Context: an optimization exercise on an open-source flow, tuned for small area. The choices shown serve that exercise and are no tape-out recipe. Only simulation tests tie the RTL to the original design; equivalence was not proved. Power and IR drop assume default switching activity.

==> 05-02: inputs <==
==> flow/design.v (excerpt) <==
module uart_fifo_top (
    input  logic        clk,
    input  logic        rst_n,
    input  logic        cfg_parity,
    input  logic [1:0]  cfg_bits,
    input  logic [1:0]  cfg_baud,
    input  logic        tx_push,
    input  logic [7:0]  tx_wdata,
    output logic        tx_full,
    output logic        tx_empty,
    output logic        tx_serial,
    output logic        tx_busy,
    output logic        tx_done,
    input  logic        rx_en,
    input  logic        rx_serial,
    input  logic        rx_pop,
    output logic [7:0]  rx_rdata,
    output logic        rx_full,
    output logic        rx_empty,
    output logic        rx_busy,
    output logic        rx_done
);
    logic [7:0] tx_fifo_rdata;
    logic       tx_start;
    logic [7:0] rx_data;
    logic [7:0] rx_fifo_rdata;
    logic       rx_done_next;
    logic       phase;
    always_ff @ (posedge clk, negedge rst_n) begin
        if (~rst_n) phase <= 1'b0;
        else        phase <= ~phase;
    end
    assign tx_start = ~tx_empty & ~tx_busy;
    fifo #(.WIDTH(8), .DEPTH(64), .FORCE(2)) u_tx_fifo (
        .clk     (clk),
        .i_pre   (1'b0),
        .i_push  (tx_push),
        .i_wdata (tx_wdata ^ {8{phase}}),
        .i_pop   (tx_start),
        .o_rdata (tx_fifo_rdata),
        .o_full  (tx_full),
        .o_empty (tx_empty),
        .rst_n   (rst_n)
    );
    uart_tx #(.DATA_WIDTH(8)) u_uart_tx (
        .clk          (clk),
        .i_tx_en      (tx_start),
        .i_tx_data    (tx_fifo_rdata),
        .i_phase      (phase),
        .i_cfg_parity (cfg_parity),
        .i_cfg_bits   (cfg_bits),
        .i_cfg_baud   (cfg_baud),
        .o_tx_serial  (tx_serial),
        .o_tx_busy    (tx_busy),
        .o_tx_done    (tx_done),
        .rst_n        (rst_n)
    );
    uart_rx #(.DATA_WIDTH(8)) u_uart_rx (
        .clk          (clk),
        .i_rx_en      (rx_en),
        .i_rx_serial  (rx_serial),
        .i_phase      (phase),
        .i_cfg_parity (cfg_parity),
        .i_cfg_bits   (cfg_bits),
  ...
==> module uart_tx, before the edit <==
module uart_tx #(
    parameter DATA_WIDTH    = 8
)(
    input   logic                       clk,
    input   logic                       i_tx_en,
    input   logic [DATA_WIDTH-1:0]      i_tx_data,       
    input   logic                       i_phase,         
    input   logic                       i_cfg_parity,
    input   logic [1:0]                 i_cfg_bits,
    input   logic [1:0]                 i_cfg_baud,
    output  logic                       o_tx_serial,
    output  logic                       o_tx_busy,
    output  logic                       o_tx_done,
    input   logic                       rst_n
);
    localparam logic [2:0] IDLE = 3'd0, START = 3'd1, DATA = 3'd2, PARITY = 3'd3, STOP = 3'd4;
    logic [2:0]     state;
    logic [13:0]    baud_cnt;
    logic [2:0]     bit_cnt;
    logic [7:0]     tx_data_reg;     
    logic           tx_parity_reg;
    logic           tick;
    always_comb begin
        case (i_cfg_baud)
            2'd0:    tick = (baud_cnt == 14'd4787);
            2'd1:    tick = (baud_cnt == 14'd15640);
            2'd2:    tick = (baud_cnt == 14'd1833);
            default: tick = 1'b1;
        endcase
    end
    logic           last_bit;
    assign last_bit = bit_cnt[2] & (bit_cnt[1:0] == i_cfg_bits);
    logic           cur_bit;
    assign cur_bit  = tx_data_reg[bit_cnt] ^ i_phase;
    assign o_tx_busy = (state != IDLE);
    always_comb begin
        case (state)
            START:   o_tx_serial = 1'b0;
            DATA:    o_tx_serial = cur_bit;
            PARITY:  o_tx_serial = tx_parity_reg;
            default: o_tx_serial = 1'b1;
        endcase
    end
    logic           idle;
    assign idle = (state == IDLE);
    fifo_row #(.WIDTH(8)) u_data (
        .clk      (clk),
        .i_we_n   (o_tx_busy),
        .i_keep_n (idle),
        .i_d      (i_tx_data),
        .o_q      (tx_data_reg)
    );
    always_ff @ (posedge clk) begin
        if (state == IDLE || tick) baud_cnt <= '0;
        else                       baud_cnt <= {baud_cnt[12:0], ~(baud_cnt[13] ^ baud_cnt[12])};
        if (state == IDLE) begin
            tx_parity_reg   <= 1'b0;
        end else if (state == DATA && tick) begin
            tx_parity_reg   <= tx_parity_reg ^ cur_bit;
        end
    end
    always_ff @ (posedge clk, negedge rst_n) begin
        if (~rst_n) begin
            state           <= IDLE;
            bit_cnt         <= '0;
            o_tx_done       <= 1'b0;
        end else begin
            o_tx_done       <= (state == STOP) & tick;
            case (state)
                IDLE: begin
                    if (i_tx_en) state <= START;
                end
                START: begin
                    if (tick) state <= DATA;
                end
                DATA: begin
                    if (tick) begin
                        if (last_bit) begin
                            bit_cnt     <= '0;
                            state       <= i_cfg_parity ? PARITY : STOP;
                        end else begin
                            bit_cnt     <= bit_cnt + 1'b1;
                        end
                    end
                end
                PARITY: begin
                    if (tick) state <= STOP;
                end
                default: begin
                    if (tick) state <= IDLE;
                end
            endcase
        end
    end
endmodule
Settings: LEC_CHECK=0, CAP_MARGIN=20, CORE_MARGIN=2, CORE_UTILIZATION=62, CTS_BUF_LIST=sky130_fd_sc_hd__clkbuf_16, CTS_CLUSTER_DIAMETER=150, CTS_CLUSTER_SIZE=31, SLEW_MARGIN=20, SYNTH_HIERARCHICAL=1, SYNTH_MINIMUM_KEEP_SIZE=0; clock period 10.0 ns.
standard.sh (not shown) runs the stock make flow with config.mk's settings and CLKGATE_MAP_FILE= SYNTH_SCRIPT=/design/flow/synth_recipe.tcl, a recipe that flattens the netlist after the stock synthesis.
==> flow/flow/run.sh <==
#!/bin/bash
# Standard layout, with one extra step after placement-time resizing: every
# logic cell and register is set to the smallest drive strength of its own
# function, and the port buffers to buf_1 (the later repair steps upsize
# whatever then needs it). Each tool's output goes to a log of its own.
set -euo pipefail
R=orfs/results/${FLOW_PLATFORM}/uart_fifo_top/base
bash standard.sh synth > synth.log 2>&1
bash standard.sh 3_4_place_resized > place.log 2>&1
RESULTS=$R openroad -no_init -exit flow/downsize.tcl > downsize.log 2>&1
bash standard.sh finish > finish.log 2>&1
==> flow/flow/downsize.tcl <==
# Set every logic cell and register of the placed design to the smallest
# cell of the same function (same name but the drive-strength suffix), and
# the port buffers to buf_1.
set odb $::env(RESULTS)/3_4_place_resized.odb
read_db $odb
set db [ord::get_db]
set block [ord::get_db_block]
set skip {^sky130_fd_sc_hd__(tap|fill|decap|diode|conb|clk|buf|inv|dly|lpflow|probe)}
set saved 0
set n 0
foreach inst [$block getInsts] {
    set m [$inst getMaster]
    set name [$m getName]
    set iname [$inst getName]
    if {[regexp {^(input|output)[0-9]+$} $iname] && [regexp {^sky130_fd_sc_hd__(buf|clkbuf|clkdlybuf4s[0-9]+)_[0-9]+$} $name]} {
        set best [$db findMaster sky130_fd_sc_hd__buf_1]
    } elseif {[regexp $skip $name]} {
        continue
    } elseif {[regexp {^(sky130_fd_sc_hd__\w+?)_(\d+)$} $name -> fam drv]} {
        set best $m
        foreach d {0 1 2} {
            set c [$db findMaster ${fam}_$d]
            if {$c ne "NULL" && $c ne "" && [$c getWidth] < [$best getWidth]} {
                set best $c
            }
        }
    } else {
        continue
    }
    if {[$best getName] ne $name} {
        set saved [expr {$saved + [$m getWidth] - [$best getWidth]}]
        incr n
        puts "swap $iname $name -> [$best getName]"
        $inst swapMaster $best
    }
}
puts "downsized $n instances, width saved [expr {$saved / 1000.0}] um"
write_db $odb
==> 07-13: changes against 05-02 <==
--- a/flow/design.v
+++ b/flow/design.v
@@ -77,21 +77,12 @@
             assign t[k*WIDTH +: WIDTH] = {WIDTH{i_sel_n[k]}} | i_d[k*WIDTH +: WIDTH];
         end
     endgenerate
     assign o_y = t[0*WIDTH +: WIDTH] & t[1*WIDTH +: WIDTH] & t[2*WIDTH +: WIDTH] & t[3*WIDTH +: WIDTH]
                & t[4*WIDTH +: WIDTH] & t[5*WIDTH +: WIDTH] & t[6*WIDTH +: WIDTH] & t[7*WIDTH +: WIDTH];
 endmodule
-module fifo_pdec2_en (
-    input   logic [1:0]                 i_p,
-    input   logic                       i_en,
-    output  logic [3:0]                 o_y_n
-);
-    always_comb
-        for (int k = 0; k < 4; k++)
-            o_y_n[k] = ~(i_en & (i_p == k));
-endmodule
 module fifo #(
     parameter WIDTH         = 32,
     parameter DEPTH         = 64,
     parameter FORCE         = 0
 )(
     input   logic                       clk,
@@ -103,76 +94,52 @@
     output  logic                       o_full,
     output  logic                       o_empty,
     input   logic                       rst_n
 );
     localparam  PTR_W   = 6;
     logic [PTR_W:0]                 wptr, rptr;
-    logic [PTR_W:0]                 wptr_inc;
     logic [WIDTH*64-1:0]            mem;
     logic                           same;
     assign same     = (wptr[PTR_W-1:0] == rptr[PTR_W-1:0]);
     assign o_full   = same & (wptr[PTR_W] ^ rptr[PTR_W]);
     assign o_empty  = same & ~(wptr[PTR_W] ^ rptr[PTR_W]);
     logic                           wen, ren;
     assign wen      = i_push & ~o_full;
     assign ren      = i_pop & ~o_empty;
-    assign wptr_inc = wptr + 1'b1;
+    logic                           wsel;
+    generate
+        if (FORCE) begin : g_wsel_f
+            assign wsel = (i_pre & (~o_full | i_pop)) | wen;
+        end else begin : g_wsel
+            assign wsel = wen;
+        end
+    endgenerate
+    logic [7:0]                     wlo_n, whi_n;
+    fifo_pdec_en u_wlo (.i_p(wptr[2:0]), .i_en(wsel), .o_y_n(wlo_n));
+    fifo_pdec    u_whi (.i_p(wptr[5:3]), .o_y_n(whi_n));
+    logic [63:0]                    we_n, keep_n;
     genvar i;
     generate
-        if (FORCE == 2) begin : g_f2
-            logic c63, f_w, f_w1, en_e, en_o, wr_e, wr_o;
-            assign c63  = (wptr_inc[PTR_W-1:0] == rptr[PTR_W-1:0]);
-            assign f_w  = ~o_full | ren;
-            assign f_w1 = ~o_full & (~c63 | ren);
-            assign en_e = wptr[0] ? f_w1 : f_w;
-            assign en_o = wptr[0] ? f_w  : f_w1;
-            assign wr_e = wen & rst_n & ~wptr[0];
-            assign wr_o = wen & rst_n &  wptr[0];
-            logic [WIDTH-1:0] y_e, y_o;
-            assign y_e = i_wdata | {WIDTH{~wr_e}};
-            assign y_o = i_wdata | {WIDTH{~wr_o}};
-            logic [3:0] elo_n, olo_n;
-            logic [7:0] ehi_n, ohi_n;
-            fifo_pdec2_en u_elo (.i_p(wptr_inc[2:1]), .i_en(en_e), .o_y_n(elo_n));
-            fifo_pdec     u_ehi (.i_p(wptr_inc[5:3]), .o_y_n(ehi_n));
-            fifo_pdec2_en u_olo (.i_p(wptr[2:1]),     .i_en(en_o), .o_y_n(olo_n));
-            fifo_pdec     u_ohi (.i_p(wptr[5:3]),     .o_y_n(ohi_n));
-            for (i = 0; i < 64; i++) begin : g_row
-                logic x;
-                if (i % 2 == 0) begin : g_e
-                    fifo_wsel u_wsel (.i_a_n(elo_n[(i/2)%4]), .i_b_n(ehi_n[i/8]), .o_y(x));
-                    fifo_row_f #(.WIDTH(WIDTH)) u_row (
-                        .clk (clk), .i_x (x), .i_y (y_e), .o_q (mem[i*WIDTH +: WIDTH]));
-                end else begin : g_o
-                    fifo_wsel u_wsel (.i_a_n(olo_n[(i/2)%4]), .i_b_n(ohi_n[i/8]), .o_y(x));
-                    fifo_row_f #(.WIDTH(WIDTH)) u_row (
-                        .clk (clk), .i_x (x), .i_y (y_o), .o_q (mem[i*WIDTH +: WIDTH]));
-                end
-            end
-        end else begin : g_f01
-            logic wsel;
-            if (FORCE == 1) begin : g_wsel_f
-                assign wsel = (i_pre & (~o_full | i_pop)) | wen;
-            end else begin : g_wsel
-                assign wsel = wen;
-            end
-            logic [7:0] wlo_n, whi_n;
-            fifo_pdec_en u_wlo (.i_p(wptr[2:0]), .i_en(wsel), .o_y_n(wlo_n));
-            fifo_pdec    u_whi (.i_p(wptr[5:3]), .o_y_n(whi_n));
-            for (i = 0; i < 64; i++) begin : g_row
-                logic keep_n, we_n;
-                fifo_wsel u_wsel (.i_a_n(wlo_n[i%8]), .i_b_n(whi_n[i/8]), .o_y(keep_n));
-                if (FORCE == 1) begin : g_f
-                    fifo_row_f #(.WIDTH(WIDTH)) u_row (
-                        .clk (clk), .i_x (keep_n), .i_y (i_wdata), .o_q (mem[i*WIDTH +: WIDTH]));
-                end else begin : g_t
-                    fifo_inv  u_winv (.i_a(keep_n), .o_y(we_n));
-                    fifo_row #(.WIDTH(WIDTH)) u_row (
-                        .clk (clk), .i_we_n (we_n), .i_keep_n (keep_n),
-                        .i_d (i_wdata), .o_q (mem[i*WIDTH +: WIDTH]));
-                end
+        for (i = 0; i < 64; i++) begin : g_row
+            fifo_wsel u_wsel (.i_a_n(wlo_n[i%8]), .i_b_n(whi_n[i/8]), .o_y(keep_n[i]));
+            if (FORCE) begin : g_f
+                fifo_row_f #(.WIDTH(WIDTH)) u_row (
+                    .clk    (clk),
+                    .i_x    (keep_n[i]),
+                    .i_y    (i_wdata),
+                    .o_q    (mem[i*WIDTH +: WIDTH])
+                );
+            end else begin : g_t
+                fifo_inv  u_winv (.i_a(keep_n[i]), .o_y(we_n[i]));
+                fifo_row #(.WIDTH(WIDTH)) u_row (
+                    .clk      (clk),
+                    .i_we_n   (we_n[i]),
+                    .i_keep_n (keep_n[i]),
+                    .i_d      (i_wdata),
+                    .o_q      (mem[i*WIDTH +: WIDTH])
+                );
             end
         end
     endgenerate
     logic [7:0]                     rlo_n, rhi_n;
     always_comb begin
         for (int k = 0; k < 8; k++) begin
@@ -190,13 +157,13 @@
             );
         end
     endgenerate
     fifo_sel8 #(.WIDTH(WIDTH)) u_sel_top (.i_sel_n(rhi_n), .i_d(part), .o_y(o_rdata));
     always_ff @ (posedge clk, negedge rst_n) begin
         if (~rst_n)     wptr <= '0;
-        else if (wen)   wptr <= wptr_inc;
+        else if (wen)   wptr <= wptr + 1'b1;
     end
     always_ff @ (posedge clk, negedge rst_n) begin
         if (~rst_n)     rptr <= '0;
         else if (ren)   rptr <= rptr + 1'b1;
     end
 endmodule
@@ -214,22 +181,25 @@
     output  logic                       o_tx_busy,
     output  logic                       o_tx_done,
     input   logic                       rst_n
 );
     localparam logic [2:0] IDLE = 3'd0, START = 3'd1, DATA = 3'd2, PARITY = 3'd3, STOP = 3'd4;
     logic [2:0]     state;
-    logic [13:0]    baud_cnt;
+    logic [13:0]    baud_cnt;        
     logic [2:0]     bit_cnt;
     logic [7:0]     tx_data_reg;     
     logic           tx_parity_reg;
+    function automatic logic has(input logic [13:0] c, input logic [13:0] v);
+        has = ((c & v) == v);
+    endfunction
     logic           tick;
     always_comb begin
         case (i_cfg_baud)
-            2'd0:    tick = (baud_cnt == 14'd4787);
-            2'd1:    tick = (baud_cnt == 14'd15640);
-            2'd2:    tick = (baud_cnt == 14'd1833);
+            2'd0:    tick = has(baud_cnt, 14'd867);
+            2'd1:    tick = has(baud_cnt, 14'd5207);
+            2'd2:    tick = has(baud_cnt, 14'd10415);
             default: tick = 1'b1;
         endcase
     end
     logic           last_bit;
     assign last_bit = bit_cnt[2] & (bit_cnt[1:0] == i_cfg_bits);
     logic           cur_bit;
@@ -251,13 +221,13 @@
         .i_keep_n (idle),
         .i_d      (i_tx_data),
         .o_q      (tx_data_reg)
     );
     always_ff @ (posedge clk) begin
         if (state == IDLE || tick) baud_cnt <= '0;
-        else                       baud_cnt <= {baud_cnt[12:0], ~(baud_cnt[13] ^ baud_cnt[12])};
+        else                       baud_cnt <= baud_cnt + 1'b1;
         if (state == IDLE) begin
             tx_parity_reg   <= 1'b0;
         end else if (state == DATA && tick) begin
             tx_parity_reg   <= tx_parity_reg ^ cur_bit;
         end
     end
@@ -430,13 +400,13 @@
     logic       phase;
     always_ff @ (posedge clk, negedge rst_n) begin
         if (~rst_n) phase <= 1'b0;
         else        phase <= ~phase;
     end
     assign tx_start = ~tx_empty & ~tx_busy;
-    fifo #(.WIDTH(8), .DEPTH(64), .FORCE(2)) u_tx_fifo (
+    fifo #(.WIDTH(8), .DEPTH(64), .FORCE(0)) u_tx_fifo (
         .clk     (clk),
         .i_pre   (1'b0),
         .i_push  (tx_push),
         .i_wdata (tx_wdata ^ {8{phase}}),
         .i_pop   (tx_start),
         .o_rdata (tx_fifo_rdata),
==> flow/config.mk (replaced) <==
export PLATFORM = sky130hd
export DESIGN_NAME = uart_fifo_top
export DESIGN_NICKNAME = uart_fifo_top
export VERILOG_FILES = /design/flow/design.v
export SDC_FILE = /design/flow/constraint.sdc
export NUM_CORES = 4
export LEC_CHECK = 0
export CAP_MARGIN = 20
export CORE_MARGIN = 2
export CORE_UTILIZATION = 55
export CTS_BUF_LIST = sky130_fd_sc_hd__clkbuf_16
export CTS_CLUSTER_DIAMETER = 150
export CTS_CLUSTER_SIZE = 30
export SLEW_MARGIN = 20
export SYNTH_HIERARCHICAL = 1
export SYNTH_MINIMUM_KEEP_SIZE = 0
==> 03-05: changes against 05-02 <==
--- a/flow/design.v
+++ b/flow/design.v
@@ -214,22 +214,25 @@
     output  logic                       o_tx_busy,
     output  logic                       o_tx_done,
     input   logic                       rst_n
 );
     localparam logic [2:0] IDLE = 3'd0, START = 3'd1, DATA = 3'd2, PARITY = 3'd3, STOP = 3'd4;
     logic [2:0]     state;
-    logic [13:0]    baud_cnt;
+    logic [13:0]    baud_cnt;        
     logic [2:0]     bit_cnt;
     logic [7:0]     tx_data_reg;     
     logic           tx_parity_reg;
+    function automatic logic has(input logic [13:0] c, input logic [13:0] v);
+        has = ((c & v) == v);
+    endfunction
     logic           tick;
     always_comb begin
         case (i_cfg_baud)
-            2'd0:    tick = (baud_cnt == 14'd4787);
-            2'd1:    tick = (baud_cnt == 14'd15640);
-            2'd2:    tick = (baud_cnt == 14'd1833);
+            2'd0:    tick = has(baud_cnt, 14'd867);
+            2'd1:    tick = has(baud_cnt, 14'd5207);
+            2'd2:    tick = has(baud_cnt, 14'd10415);
             default: tick = 1'b1;
         endcase
     end
     logic           last_bit;
     assign last_bit = bit_cnt[2] & (bit_cnt[1:0] == i_cfg_bits);
     logic           cur_bit;
@@ -251,13 +254,13 @@
         .i_keep_n (idle),
         .i_d      (i_tx_data),
         .o_q      (tx_data_reg)
     );
     always_ff @ (posedge clk) begin
         if (state == IDLE || tick) baud_cnt <= '0;
-        else                       baud_cnt <= {baud_cnt[12:0], ~(baud_cnt[13] ^ baud_cnt[12])};
+        else                       baud_cnt <= baud_cnt + 1'b1;
         if (state == IDLE) begin
             tx_parity_reg   <= 1'b0;
         end else if (state == DATA && tick) begin
             tx_parity_reg   <= tx_parity_reg ^ cur_bit;
         end
     end
==> flow/config.mk (replaced) <==
export PLATFORM = sky130hd
export DESIGN_NAME = uart_fifo_top
export DESIGN_NICKNAME = uart_fifo_top
export VERILOG_FILES = /design/flow/design.v
export SDC_FILE = /design/flow/constraint.sdc
export NUM_CORES = 4
export LEC_CHECK = 0
export CAP_MARGIN = 20
export CORE_MARGIN = 2
export CORE_UTILIZATION = 55
export CTS_BUF_LIST = sky130_fd_sc_hd__clkbuf_16
export CTS_CLUSTER_DIAMETER = 150
export CTS_CLUSTER_SIZE = 30
export SLEW_MARGIN = 20
export SYNTH_HIERARCHICAL = 1
export SYNTH_MINIMUM_KEEP_SIZE = 0
==> 06-06: changes against 05-02 <==
--- a/flow/design.v
+++ b/flow/design.v
@@ -214,22 +214,25 @@
     output  logic                       o_tx_busy,
     output  logic                       o_tx_done,
     input   logic                       rst_n
 );
     localparam logic [2:0] IDLE = 3'd0, START = 3'd1, DATA = 3'd2, PARITY = 3'd3, STOP = 3'd4;
     logic [2:0]     state;
-    logic [13:0]    baud_cnt;
+    logic [13:0]    baud_cnt;        
     logic [2:0]     bit_cnt;
     logic [7:0]     tx_data_reg;     
     logic           tx_parity_reg;
+    function automatic logic has(input logic [13:0] c, input logic [13:0] v);
+        has = ((c & v) == v);
+    endfunction
     logic           tick;
     always_comb begin
         case (i_cfg_baud)
-            2'd0:    tick = (baud_cnt == 14'd4787);
-            2'd1:    tick = (baud_cnt == 14'd15640);
-            2'd2:    tick = (baud_cnt == 14'd1833);
+            2'd0:    tick = has(baud_cnt, 14'd867);
+            2'd1:    tick = has(baud_cnt, 14'd5207);
+            2'd2:    tick = has(baud_cnt, 14'd10415);
             default: tick = 1'b1;
         endcase
     end
     logic           last_bit;
     assign last_bit = bit_cnt[2] & (bit_cnt[1:0] == i_cfg_bits);
     logic           cur_bit;
@@ -251,13 +254,13 @@
         .i_keep_n (idle),
         .i_d      (i_tx_data),
         .o_q      (tx_data_reg)
     );
     always_ff @ (posedge clk) begin
         if (state == IDLE || tick) baud_cnt <= '0;
-        else                       baud_cnt <= {baud_cnt[12:0], ~(baud_cnt[13] ^ baud_cnt[12])};
+        else                       baud_cnt <= baud_cnt + 1'b1;
         if (state == IDLE) begin
             tx_parity_reg   <= 1'b0;
         end else if (state == DATA && tick) begin
             tx_parity_reg   <= tx_parity_reg ^ cur_bit;
         end
     end
--- a/flow/config.mk
+++ b/flow/config.mk
@@ -7,10 +7,10 @@
 export LEC_CHECK = 0
 export CAP_MARGIN = 20
 export CORE_MARGIN = 2
 export CORE_UTILIZATION = 62
 export CTS_BUF_LIST = sky130_fd_sc_hd__clkbuf_16
 export CTS_CLUSTER_DIAMETER = 150
-export CTS_CLUSTER_SIZE = 31
+export CTS_CLUSTER_SIZE = 30
 export SLEW_MARGIN = 20
 export SYNTH_HIERARCHICAL = 1
 export SYNTH_MINIMUM_KEEP_SIZE = 0
==> results.txt <==
Met2 capacity usage during global routing: 07-13 47.25%; 03-05 48.74%; 06-06 53.39%; 05-02 49.19%
Post-route core utilization: 07-13 49.94%; 03-05 54.32%; 06-06 60.48%; 05-02 60.14%
Synth-to-Final Area Change: 07-13 -10.21%; 03-05 -2.633%; 06-06 -3.099%; 05-02 -3.603%
Most common cell after layout, fill and taps aside: 07-13 o22ai_1; 03-05 dfxtp_1; 06-06 dfxtp_1; 05-02 dfxtp_1
Met3 Use GR: 07-13 3.111%; 03-05 3.930%; 06-06 4.603%; 05-02 7.072%
Post-Syn Nets: 07-13 3909; 03-05 3824; 06-06 3824; 05-02 3813
DRC marker count from the first detailed-route iteration: 07-13 2846; 03-05 3247; 06-06 3502; 05-02 3731
Filler instances: 07-13 7302; 03-05 6366; 06-06 5363; 05-02 5412
Die Footprint: 07-13 82300 sq um; 03-05 74930 sq um; 06-06 66590 sq um; 05-02 66680 sq um
Buffers outside the clock class: 07-13 80; 03-05 74; 06-06 74; 05-02 76
Total area of multi-input combinational cells: 07-13 13650 sq um; 03-05 13390 sq um; 06-06 13370 sq um; 05-02 13310 sq um
Clock-pin slew of the registers on the worst-case setup and hold paths: 07-13 0.11 ns; 03-05 0.11 ns; 06-06 0.12 ns; 05-02 0.11 ns
Power Total: 07-13 0.01285 W; 03-05 0.01341 W; 06-06 0.01329 W; 05-02 0.01345 W
Aggregate routed wire length: 07-13 119.5 mm; 03-05 117.5 mm; 06-06 113.9 mm; 05-02 115.7 mm
Worst path setup slack after routing: 07-13 3.122 ns; 03-05 3.621 ns; 06-06 3.658 ns; 05-02 3.273 ns
Vias/cell: 07-13 6.564; 03-05 6.580; 06-06 6.718; 05-02 6.856
Worst Hold Path EP: 07-13 u_rx_fifo.g_row[13].g_f.u_row.o_q[3]$_DFF_P_; 03-05 u_tx_fifo.g_f2.g_row[15].g_o.u_row.o_q[7]$_DFF_P_; 06-06 u_tx_fifo.g_f2.g_row[7].g_o.u_row.o_q[4]$_DFF_P_; 05-02 u_rx_fifo.g_f01.g_row[53].g_f.u_row.o_q[7]$_DFF_P_
Status: 07-13 timing/DRC/antenna clean; 03-05 timing/DRC/antenna clean; 06-06 timing/DRC/antenna clean; 05-02 timing/DRC/antenna clean
Clock group power: 07-13 0.00217 W; 03-05 0.00216 W; 06-06 0.00215 W; 05-02 0.00213 W
Cell count of the worst reg-to-reg path: 07-13 11; 03-05 11; 06-06 10; 05-02 11
Number of tap cells added at floorplan: 07-13 1050; 03-05 950; 06-06 855; 05-02 855
Final routed wire length divided by cell count: 07-13 25.45 um; 03-05 25.76 um; 06-06 25.49 um; 05-02 26.03 um

[what the ideal ports hide]
No port has a modelled driver above. Below, the same layouts with a new extraction and two added sets of constraints.
Step 1 (the two cells are an assumption about what drives the block):
set clk [get_ports {clk}]
set_driving_cell -lib_cell sky130_fd_sc_hd__clkbuf_16 $clk
set_driving_cell -lib_cell sky130_fd_sc_hd__buf_2 [delete_from_list [all_inputs] $clk]
Step 2 moves the port delays by t, midway between the first and last clock arrival at a register: inputs arrive t later, outputs are due t later. That takes back most of the time a late clock gives input paths.
Slacks: no drivers / after step 1 / after step 2; pairs: no drivers / after step 1.
| run | t, ns | slack for setup (ns) | worst hold slack (ns) | clock arrival spread, ns |
|---|---|---|---|---|
| 05-02 | 0.691 | 3.273 / 3.205 / 3.247 | 0.412 / 0.412 / 0.412 | 0.028 / 0.027 |
| 07-13 | 0.685 | 3.122 / 3.050 / 3.736 | 0.413 / 0.413 / 0.413 | 0.051 / 0.051 |
| 03-05 | 0.681 | 3.621 / 3.556 / 3.771 | 0.409 / 0.409 / 0.409 | 0.046 / 0.047 |
| 06-06 | 0.676 | 3.658 / 3.591 / 3.848 | 0.413 / 0.413 / 0.413 | 0.050 / 0.050 |
After both steps every run listed still meets setup and hold. The setup slack of 05-02, which loses most, moves by -0.068 ns with the drivers and by -0.026 ns with both steps.
